This design comes from an exercise in tuning for a short achievable clock period and few clock cycles on the open sky130 flow, not from production work. RTL that was checked went through simulation tests only; none was proved equivalent to the original. Power figures rest on the tool's default switching activity, not on a simulated workload.

==> branch violet: inputs <==
==> flow/design.v <==
`timescale 1ns/10ps
module reg_file(clock,raddr1,rout1,raddr2,rout2,raddr3,rout3,wen,waddr,win);
input           clock;
input   [2:0]   raddr1,raddr2,raddr3;
output  [15:0]  rout1,rout2,rout3;
input           wen;
input   [2:0]   waddr;
input   [15:0]  win;
reg     [15:0]  ram[7:1];
assign rout1 = raddr1 ? ram[raddr1] : 16'd0;
assign rout2 = raddr2 ? ram[raddr2] : 16'd0;
assign rout3 = raddr3 ? ram[raddr3] : 16'd0;
always @(posedge clock)
    if (wen && waddr != 3'd0)
        ram[waddr] <= win;
endmodule
`timescale 1ns/10ps
module fetch_module(clock,resetn,br,cond,a,off,pc,imem_addr);
input           clock;
input           resetn;
input           br;
input   [2:0]   cond;
input   [15:0]  a;
input   [15:0]  off;
output  [15:0]  pc;
output  [11:0]  imem_addr;
reg  [15:0] pc;
wire taken = br & ((cond == 3'd0) ? (a == 16'd0) :
                   (cond == 3'd3) ? (a != 16'd0) :
                   (cond == 3'd1) ? !a[15] : a[15]);
assign imem_addr = pc[12:1];
always @(posedge clock or negedge resetn)
if (!resetn)
    pc <= 16'd0;
else
    pc <= taken ? pc + off : pc + 16'd2;
endmodule
`timescale 1ns/10ps
module decode_module(op,rd,sel,wen,imm);
input  [3:0]  op;
input  [2:0]  rd;
output [10:0] sel;
output        wen;
output        imm;
parameter NOP = 4'd0;
parameter ADD = 4'd1;
parameter SUB = 4'd2;
parameter AND = 4'd3;
parameter OR  = 4'd4;
parameter NOT = 4'd5;
parameter SL  = 4'd6;
parameter SR  = 4'd7;
parameter SRU = 4'd8;
parameter ADDI= 4'd9;
parameter LD  = 4'd10;
parameter ST  = 4'd11;
parameter BR  = 4'd12;
assign sel[0]  = (op == ADD) || (op == ADDI);
assign sel[1]  = (op == SUB);
assign sel[2]  = (op == AND);
assign sel[3]  = (op == OR);
assign sel[4]  = (op == NOT);
assign sel[5]  = (op == SL);
assign sel[6]  = (op == SR);
assign sel[7]  = (op == SRU);
assign sel[8]  = (op == LD);
assign sel[9]  = (op == ST);
assign sel[10] = (op == BR);
assign wen     = (op >= ADD) && (op <= LD) && (rd != 3'd0);
assign imm     = (op == ADDI) || (op == LD) || (op == ST);
endmodule
`timescale 1ns/10ps
module alu_module(sel,a,b,res);
input  [7:0]  sel;
input  [15:0] a;
input  [15:0] b;
output [15:0] res;
wire        big  = |b[15:4];
wire [3:0]  sh   = b[3:0];
wire [15:0] add  = a + b;
wire [15:0] sub  = a - b;
wire [15:0] shl  = big ? 16'd0 : (a << sh);
wire [15:0] shr  = big ? 16'd0 : (a >> sh);
wire signed [15:0] sa = a;
wire [15:0] asr  = sa >>> sh;
wire [15:0] sra  = big ? {16{a[15]}} : asr;
assign res = ({16{sel[0]}} & add)
           | ({16{sel[1]}} & sub)
           | ({16{sel[2]}} & (a & b))
           | ({16{sel[3]}} & (a | b))
           | ({16{sel[4]}} & ~a)
           | ({16{sel[5]}} & shl)
           | ({16{sel[6]}} & shr)
           | ({16{sel[7]}} & sra);
endmodule
`timescale 1ns/10ps
module mem_module(ld,st,base,off,sdata,alu_res,res,dmem_addr,dmem_we,dmem_wdata,dmem_rdata);
input         ld;
input         st;
input  [15:0] base;
input  [15:0] off;
input  [15:0] sdata;
input  [15:0] alu_res;
output [15:0] res;
output [11:0] dmem_addr;
output        dmem_we;
output [15:0] dmem_wdata;
input  [15:0] dmem_rdata;
wire [12:0] ea = base[12:0] + off[12:0];
assign dmem_addr  = ea[12:1];
assign dmem_we    = st;
assign dmem_wdata = sdata;
assign res        = ld ? dmem_rdata : alu_res;
endmodule
`timescale 1ns/10ps
module wb_module(clock,resetn,wen,waddr,wdata,rf_we,rf_waddr,rf_wdata);
input           clock;
input           resetn;
input           wen;
input   [2:0]   waddr;
input   [15:0]  wdata;
output          rf_we;
output  [2:0]   rf_waddr;
output  [15:0]  rf_wdata;
reg         rf_we;
reg  [2:0]  rf_waddr;
reg  [15:0] rf_wdata;
always @(posedge clock or negedge resetn)
if (!resetn)
    rf_we <= 1'b0;
else
    rf_we <= wen;
always @(posedge clock) begin
    rf_waddr <= waddr;
    rf_wdata <= wdata;
end
endmodule
`timescale 1ns/10ps
module cpu(clock,resetn,imem_addr,imem_rdata,dmem_addr,dmem_we,dmem_wdata,dmem_rdata,
           rf_we,rf_waddr,rf_wdata);
input       clock;
input       resetn;
output [11:0] imem_addr;
input  [15:0] imem_rdata;
output [11:0] dmem_addr;
output        dmem_we;
output [15:0] dmem_wdata;
input  [15:0] dmem_rdata;
output        rf_we;
output [2:0]  rf_waddr;
output [15:0] rf_wdata;
wire [15:0] pc;
wire [15:0] inst = imem_rdata;
wire [3:0]  op   = inst[15:12];
wire [2:0]  rd   = inst[11:9];
wire [2:0]  rs1  = inst[8:6];
wire [2:0]  rs2  = inst[5:3];
wire [15:0] sx   = {{10{inst[5]}}, inst[5:0]};
wire [10:0] dec_sel;
wire        dec_wen;
wire        dec_imm;
decode_module decode(.op(op), .rd(rd), .sel(dec_sel), .wen(dec_wen), .imm(dec_imm));
wire [15:0] rf1, rf2, rfd;
wire [15:0] ex_res;
reg         ex_wen;
reg  [2:0]  ex_rd;
reg_file regs(.clock(clock),
              .raddr1(rs1), .rout1(rf1),
              .raddr2(rs2), .rout2(rf2),
              .raddr3(rd),  .rout3(rfd),
              .wen(ex_wen), .waddr(ex_rd), .win(ex_res));
wire fwd1 = ex_wen && (ex_rd == rs1);
wire fwd2 = ex_wen && (ex_rd == rs2);
wire fwdd = ex_wen && (ex_rd == rd);
wire [15:0] v1 = fwd1 ? ex_res : rf1;
wire [15:0] v2 = fwd2 ? ex_res : rf2;
wire [15:0] vd = fwdd ? ex_res : rfd;
reg  [15:0] ex_a, ex_b, ex_s, ex_sx;
reg  [10:0] ex_sel;
reg  [2:0]  ex_cond;
always @(posedge clock or negedge resetn)
if (!resetn) begin
    ex_sel  <= 11'd0;
    ex_wen  <= 1'b0;
    ex_rd   <= 3'd0;
    ex_cond <= 3'd0;
end else begin
    ex_sel  <= dec_sel;
    ex_wen  <= dec_wen;
    ex_rd   <= rd;
    ex_cond <= rd;
end
always @(posedge clock) begin
    ex_a  <= v1;
    ex_b  <= dec_imm ? sx : v2;
    ex_s  <= vd;
    ex_sx <= sx;
end
wire [15:0] alu_res;
alu_module alu(.sel(ex_sel[7:0]), .a(ex_a), .b(ex_b), .res(alu_res));
wire ex_ld = ex_sel[8];
wire ex_st = ex_sel[9];
wire ex_br = ex_sel[10];
mem_module mem(.ld(ex_ld), .st(ex_st), .base(ex_a), .off(ex_sx), .sdata(ex_s),
               .alu_res(alu_res), .res(ex_res),
               .dmem_addr(dmem_addr), .dmem_we(dmem_we), .dmem_wdata(dmem_wdata),
               .dmem_rdata(dmem_rdata));
fetch_module fetch(.clock(clock), .resetn(resetn), .br(ex_br), .cond(ex_cond),
                   .a(ex_a), .off(ex_sx), .pc(pc), .imem_addr(imem_addr));
wb_module wb(.clock(clock), .resetn(resetn), .wen(ex_wen), .waddr(ex_rd), .wdata(ex_res),
             .rf_we(rf_we), .rf_waddr(rf_waddr), .rf_wdata(rf_wdata));
endmodule
==> flow/run.sh <==
#!/bin/bash
# synth_recipe.tcl (not shown) runs the flow's synth.tcl, then flattens the netlist and writes it again
# the make line also repeats each setting of config.mk as NAME=value (left out here)
make -C /OpenROAD-flow-scripts/flow DESIGN_CONFIG=/design/flow/config.mk WORK_HOME=/design/flow/orfs CLKGATE_MAP_FILE= SYNTH_SCRIPT=/design/flow/synth_recipe.tcl finish
==> flow/config.mk <==
export PLATFORM = sky130hd
export DESIGN_NAME = cpu
export DESIGN_NICKNAME = cpu
export VERILOG_FILES = /design/flow/design.v
export SDC_FILE = /design/flow/constraint.sdc
export NUM_CORES = 4
export LEC_CHECK = 0
export ABC_CLOCK_PERIOD_IN_PS = 2000
export CAP_MARGIN = 20
export CORE_MARGIN = 2
export CORE_UTILIZATION = 40
export SETUP_SLACK_MARGIN = 3.0
export SLEW_MARGIN = 20
==> flow/constraint.sdc <==
create_clock -name core_clock -period 5.0 [get_ports {clock}]
set_input_delay 1.0000 -clock core_clock [delete_from_list [all_inputs] [get_ports {clock}]]
set_output_delay 1.0000 -clock core_clock [all_outputs]
set_load 0.01 [all_outputs]
==> branch juniper: changes against branch violet <==
Settings changed: ABC_CLOCK_PERIOD_IN_PS 2000 to default, SETUP_SLACK_MARGIN 3.0 to default.
==> branch cedar: changes against branch violet <==
Settings changed: ABC_CLOCK_PERIOD_IN_PS 2000 to 2500, SETUP_SLACK_MARGIN 3.0 to 2.5.
==> results.json <==
{
  "p_sw_share_pct": 37.5,
  "place_area_um2": 16600,
  "seqCellArea_um2": 5630,
  "run_status": "timing/DRC/antenna clean",
  "r2r-end": "ex_a[10]$_DFF_P_",
  "grt_pass1_wl_um": 79800,
  "multiInputGateArea_um2": 10000,
  "grt_pass1_vias": 13100,
  "final_cell_mix": "buf_4, edfxtp_1, nor2_1"
}
-- figures above: branch cedar

==> results.json <==
{
  "run_status": "timing/DRC/antenna clean",
  "sh_seq_area_pct": 32.9,
  "final_cell_mix": "nor2_1, edfxtp_1, a21oi_1",
  "multiInputGateArea_um2": 8590,
  "p_sw_share_pct": 36.2,
  "htree_levels": 1,
  "place_area_um2": 16200,
  "top_register": "regs.ram",
  "ys_warn_count": 4,
  "min_period_ns": 4.60,
  "drive_gt1_share_pct": 13.4,
  "r2r-end": "regs.ram[1][13]$_DFFE_PP_",
  "seqCellArea_um2": 5550
}
-- figures above: branch juniper

==> results.json <==
{
  "multiInputGateArea_um2": 10300,
  "r2r-end": "regs.ram[5][13]$_DFFE_PP_",
  "seqCellArea_um2": 5660,
  "routedWlPerCell_um": 25.5,
  "final_cell_mix": "buf_4, edfxtp_1, nor2_1",
  "grt_pass1_vias": 13200,
  "p_sw_share_pct": 37.0,
  "clockBufferDepth": 3,
  "place_area_um2": 16700,
  "run_status": "timing/DRC/antenna clean"
}
-- figures above: branch violet

No run of this note included a check of the RTL's function; only the layout flow was run.


==> job 2600 <==
cpu, a different RTL version from the one above (not shown whole).
Settings: LEC_CHECK=0, CAP_MARGIN=20, CORE_MARGIN=2, CORE_UTILIZATION=40, SETUP_SLACK_MARGIN=2.7, SLEW_MARGIN=20, SYNTH_HIERARCHICAL=1; clock period 5.0 ns.
run.sh (not shown) runs the stock make flow with config.mk's settings and CLKGATE_MAP_FILE= SYNTH_SCRIPT=/design/flow/synth_recipe.tcl, a recipe that flattens the netlist after the stock synthesis.
==> inputs of job 6136, as changes to job 2600 <==
--- a/flow/design.v
+++ b/flow/design.v
@@ -30,26 +30,17 @@
 wire [15:0] tgt, tgt2, pc4, unused0, unused1, unused2;
 ks_adder add_t (.a({3'd0, pc}),  .b(off),   .cin(1'b0), .inv(1'b0), .sum(tgt),  .sumx(unused0));
 ks_adder add_t2(.a({3'd0, pc2}), .b(off),   .cin(1'b0), .inv(1'b0), .sum(tgt2), .sumx(unused1));
 ks_adder add_4 (.a({3'd0, pc2}), .b(16'd2), .cin(1'b0), .inv(1'b0), .sum(pc4),  .sumx(unused2));
 assign imem_addr = pc[12:1];
-wire [25:0] nh = {pc4[12:0], pc2};
-wire [25:0] tk = {tgt2[12:0], tgt[12:0]};
-wire [25:0] cur = {pc2, pc};
-wire [31:0] nxt_t, nxt;
-mux16 m_t0(.s(taken), .a(nh[15:0]), .b(tk[15:0]), .y(nxt_t[15:0]));
-mux16 m_t1(.s(taken), .a({6'd0, nh[25:16]}), .b({6'd0, tk[25:16]}), .y(nxt_t[31:16]));
-wire [25:0] nxt_nh = {nxt_t[25:16], nxt_t[15:0]};
-mux16 m_h0(.s(hold), .a(nxt_nh[15:0]), .b(cur[15:0]), .y(nxt[15:0]));
-mux16 m_h1(.s(hold), .a({6'd0, nxt_nh[25:16]}), .b({6'd0, cur[25:16]}), .y(nxt[31:16]));
 always @(posedge clock or negedge resetn)
 if (!resetn) begin
     pc  <= 13'd0;
     pc2 <= 13'd2;
 end else begin
-    pc  <= nxt[12:0];
-    pc2 <= nxt[25:13];
+    pc  <= hold ? pc  : taken ? tgt[12:0]  : pc2;
+    pc2 <= hold ? pc2 : taken ? tgt2[12:0] : pc4[12:0];
 end
 endmodule
 `timescale 1ns/10ps
 module decode_module(op,rd,sel,wen,imm);
 input  [3:0]  op;
@@ -223,30 +214,10 @@
 input         s0, s1;
 input  [15:0] d0, d1, o;
 output [15:0] y;
 assign y = ({16{s0}} & d0) | ({16{s1}} & d1) | o;
 endmodule
-module opmux(g,e,m,early,mres,rf,y);
-input         g, e, m;
-input  [15:0] early, mres, rf;
-output [15:0] y;
-assign y = g ? (e ? early : m ? mres : rf) : 16'd0;
-endmodule
-module opmux_b(imm,sub,bpos,late,e,m,sx,early,mres,rf,y);
-input         imm, sub, bpos, late, e, m;
-input  [15:0] sx, early, mres, rf;
-output [15:0] y;
-wire   [15:0] v = e ? early : m ? mres : rf;
-assign y = imm ? sx : sub ? (late ? 16'd0 : ~v) : bpos ? v : 16'd0;
-endmodule
-module stall_detect(ldoh,rs1,rs2,use1,use2,stall);
-input  [7:0] ldoh;
-input  [2:0] rs1, rs2;
-input        use1, use2;
-output       stall;
-assign stall = (use1 && ldoh[rs1]) || (use2 && ldoh[rs2]);
-endmodule
 module fwd_detect(rs1,rs2,rd,ex_wen,ex_rd,mem_wen,mem_rd,e1,e2,ed,m1,m2,md);
 input  [2:0] rs1, rs2, rd, ex_rd, mem_rd;
 input        ex_wen, mem_wen;
 output       e1, e2, ed, m1, m2, md;
 assign e1 = ex_wen && (ex_rd == rs1);
@@ -307,44 +278,35 @@
               .wen(mem_wen), .waddr(mem_rd), .win(mem_res));
 wire e1, e2, ed, m1, m2, md;
 fwd_detect fwd(.rs1(rs1), .rs2(rs2), .rd(rd), .ex_wen(ex_wen), .ex_rd(ex_rd),
                .mem_wen(mem_wen), .mem_rd(mem_rd),
                .e1(e1), .e2(e2), .ed(ed), .m1(m1), .m2(m2), .md(md));
-wire stall;
-stall_detect stl(.ldoh(ex_ldoh), .rs1(rs1), .rs2(rs2), .use1(use1), .use2(use2), .stall(stall));
+wire stall = (use1 && ex_ldoh[rs1]) || (use2 && ex_ldoh[rs2]);
 wire ex_ssh = ex_ush & !ex_big;
 wire [15:0] ex_early = ({16{ex_ulg}} & ex_lg) | ({16{ex_ush & ex_big}} & {16{ex_fill}});
+wire [15:0] o1 = e1 ? ex_early : m1 ? mem_res : rf1;
+wire [15:0] o2 = e2 ? ex_early : m2 ? mem_res : rf2;
 wire late2 = e2 & (ex_usum | ex_ssh);
-wire [15:0] o_a, o_xa, o_xl, o_xr, o_xb, o_sl, o_sr, o_b;
-opmux om_a (.g(dec_add), .e(e1), .m(m1), .early(ex_early), .mres(mem_res), .rf(rf1), .y(o_a));
-opmux om_xa(.g(dec_xa),  .e(e1), .m(m1), .early(ex_early), .mres(mem_res), .rf(rf1), .y(o_xa));
-opmux om_xl(.g(dec_shl), .e(e1), .m(m1), .early(ex_early), .mres(mem_res), .rf(rf1), .y(o_xl));
-opmux om_xr(.g(dec_shr), .e(e1), .m(m1), .early(ex_early), .mres(mem_res), .rf(rf1), .y(o_xr));
-opmux om_xb(.g(dec_xb),  .e(e2), .m(m2), .early(ex_early), .mres(mem_res), .rf(rf2), .y(o_xb));
-opmux om_sl(.g(dec_shl), .e(e2), .m(m2), .early(ex_early), .mres(mem_res), .rf(rf2), .y(o_sl));
-opmux om_sr(.g(dec_shr), .e(e2), .m(m2), .early(ex_early), .mres(mem_res), .rf(rf2), .y(o_sr));
-opmux_b om_b(.imm(dec_imm), .sub(dec_sub), .bpos(dec_bpos), .late(late2), .e(e2), .m(m2),
-             .sx(sx), .early(ex_early), .mres(mem_res), .rf(rf2), .y(o_b));
 wire [15:0] vd = md ? mem_res : rfd;
 wire [15:0] ex_a_n, ex_b_n, ex_xa_n, ex_xb_n, ex_xl_n, ex_xr_n, ex_sl_n, ex_sr_n;
 fsel2 sel_a (.s0(dec_add & e1 & ex_usum), .s1(dec_add & e1 & ex_ssh), .d0(ex_sum), .d1(ex_sh),
-             .o(o_a), .y(ex_a_n));
+             .o({16{dec_add}} & o1), .y(ex_a_n));
 fsel2 sel_xa(.s0(dec_xa & e1 & ex_usum),  .s1(dec_xa & e1 & ex_ssh),  .d0(ex_sum), .d1(ex_sh),
-             .o(o_xa), .y(ex_xa_n));
+             .o({16{dec_xa}} & o1), .y(ex_xa_n));
 fsel2 sel_xl(.s0(dec_shl & e1 & ex_usum), .s1(dec_shl & e1 & ex_ssh), .d0(ex_sum), .d1(ex_sh),
-             .o(o_xl), .y(ex_xl_n));
+             .o({16{dec_shl}} & o1), .y(ex_xl_n));
 fsel2 sel_xr(.s0(dec_shr & e1 & ex_usum), .s1(dec_shr & e1 & ex_ssh), .d0(ex_sum), .d1(ex_sh),
-             .o(o_xr), .y(ex_xr_n));
+             .o({16{dec_shr}} & o1), .y(ex_xr_n));
 fsel2 sel_xb(.s0(dec_xb & e2 & ex_usum),  .s1(dec_xb & e2 & ex_ssh),  .d0(ex_sum), .d1(ex_sh),
-             .o(o_xb), .y(ex_xb_n));
+             .o({16{dec_xb}} & o2), .y(ex_xb_n));
 fsel2 sel_sl(.s0(dec_shl & e2 & ex_usum), .s1(dec_shl & e2 & ex_ssh), .d0(ex_sum), .d1(ex_sh),
-             .o(o_sl), .y(ex_sl_n));
+             .o({16{dec_shl}} & o2), .y(ex_sl_n));
 fsel2 sel_sr(.s0(dec_shr & e2 & ex_usum), .s1(dec_shr & e2 & ex_ssh), .d0(ex_sum), .d1(ex_sh),
-             .o(o_sr), .y(ex_sr_n));
+             .o({16{dec_shr}} & o2), .y(ex_sr_n));
 fsel2 sel_b (.s0((dec_bpos | dec_sub) & e2 & ex_usum), .s1((dec_bpos | dec_sub) & e2 & ex_ssh),
              .d0(ex_sumx), .d1(ex_shx),
-             .o(o_b),
+             .o(dec_imm ? sx : dec_sub ? (late2 ? 16'd0 : ~o2) : dec_bpos ? o2 : 16'd0),
              .y(ex_b_n));
 reg  [15:0] ex_a, ex_b, ex_xa, ex_xb, ex_xl, ex_xr, ex_s, ex_sx;
 reg  [3:0]  ex_sl, ex_sr;
 reg  [3:0]  ex_bc;
 reg  [1:0]  ex_lsel;
==> comparison <==
Of job 6136 and job 2600, job 2600 has the higher sequential power (gap about 3%, measured against job 2600). Between job 6136 and job 2600, the lower global-route usage is in job 6136 (gap 1.4 points). Against job 2600, the area after synthesis of job 6136 is lower by about 8%. Against job 2600, the first-iteration DRC count of job 6136 is lower by about 20%. In job 6136 the final area is lower than in job 2600, by about 8%. Against job 2600, the via count of job 6136 is smaller by 4.7%. Clock skew: job 6136 is lower than job 2600 (1.7 ps). Final cell count: job 2600 is larger than job 6136 (about 4%).
==> figures <==
quantity	job 2600	job 6136
Result of the run	finished clean	finished clean
Initial drt markers	1985	1593
Post-DP HPWL	65920 um	58830 um
Met1 track demand over resource	33.21%	32.30%
Final worst path period share	52.81%	51.52%
Crit path launch	ex_sr[0]	ex_sl[0]
Standby leakage power	16.08 nW	14.24 nW
Slack of the critical path	2360 ps	2424 ps
Area growth from synthesis to final layout	20.52%	20.32%
Worst voltage drop across the vdd grid	0.0002938 V	0.0002338 V
Final Core Density	48.46%	48.86%
Required time reported for the critical path endpoint	5440 ps	5450 ps
GR met2 Demand/Resource	42.65%	40.99%
Vertical extent of the die	268.6 um	257.5 um
Net switching power	4.288 mW	4.128 mW
Routed length on met1	40610 um	36370 um
Worst reg2reg endpoint	ex_sl[1]	ex_b[7]
Testbench counts of job 2600, summed over its fixed seeds: cycles 41,155.
Testbench counts of job 6136, summed over its fixed seeds: cycles 41,155.

==> what the ideal ports hide <==
In the flow no input, the clock included, has a driving cell. The finished layouts below were timed again as built, in two steps. Step 1 assumes that a clkbuf_16 drives the clock port and a buf_2 every other input. Step 2, shift: input delay + t, output delay - t, t = (earliest + latest rising clock arrival at the registers) / 2. This alone moves slack from input paths to output paths. Three values: no drivers, after step 1, after step 2; two values: the first two.
| run | t, ns | slack for setup (ns) | hold slack, ns | cell pins on the clock port's net |
|---|---|---|---|---|
| branch violet | 0.560 | 1.432 / 1.385 / 1.521 | 0.536 / 0.536 / 0.536 | 1 |
| branch juniper | 0.554 | 0.402 / 0.353 / 0.907 | 0.495 / 0.495 / 0.495 | 1 |
| branch cedar | 0.550 | 1.415 / 1.366 / 1.631 | 0.514 / 0.514 / 0.514 | 1 |
| job 2600 | 0.661 | 2.360 / 2.360 / 1.783 | 0.358 / 0.358 / 0.358 | 1 |
| job 6136 | 0.635 | 2.424 / 2.368 / 1.733 | 0.348 / 0.348 / 0.348 | 1 |
After both steps setup and hold are still met in every run listed. The setup slack of job 6136, which loses most, moves by -0.056 ns with the drivers and by -0.691 ns with both steps.
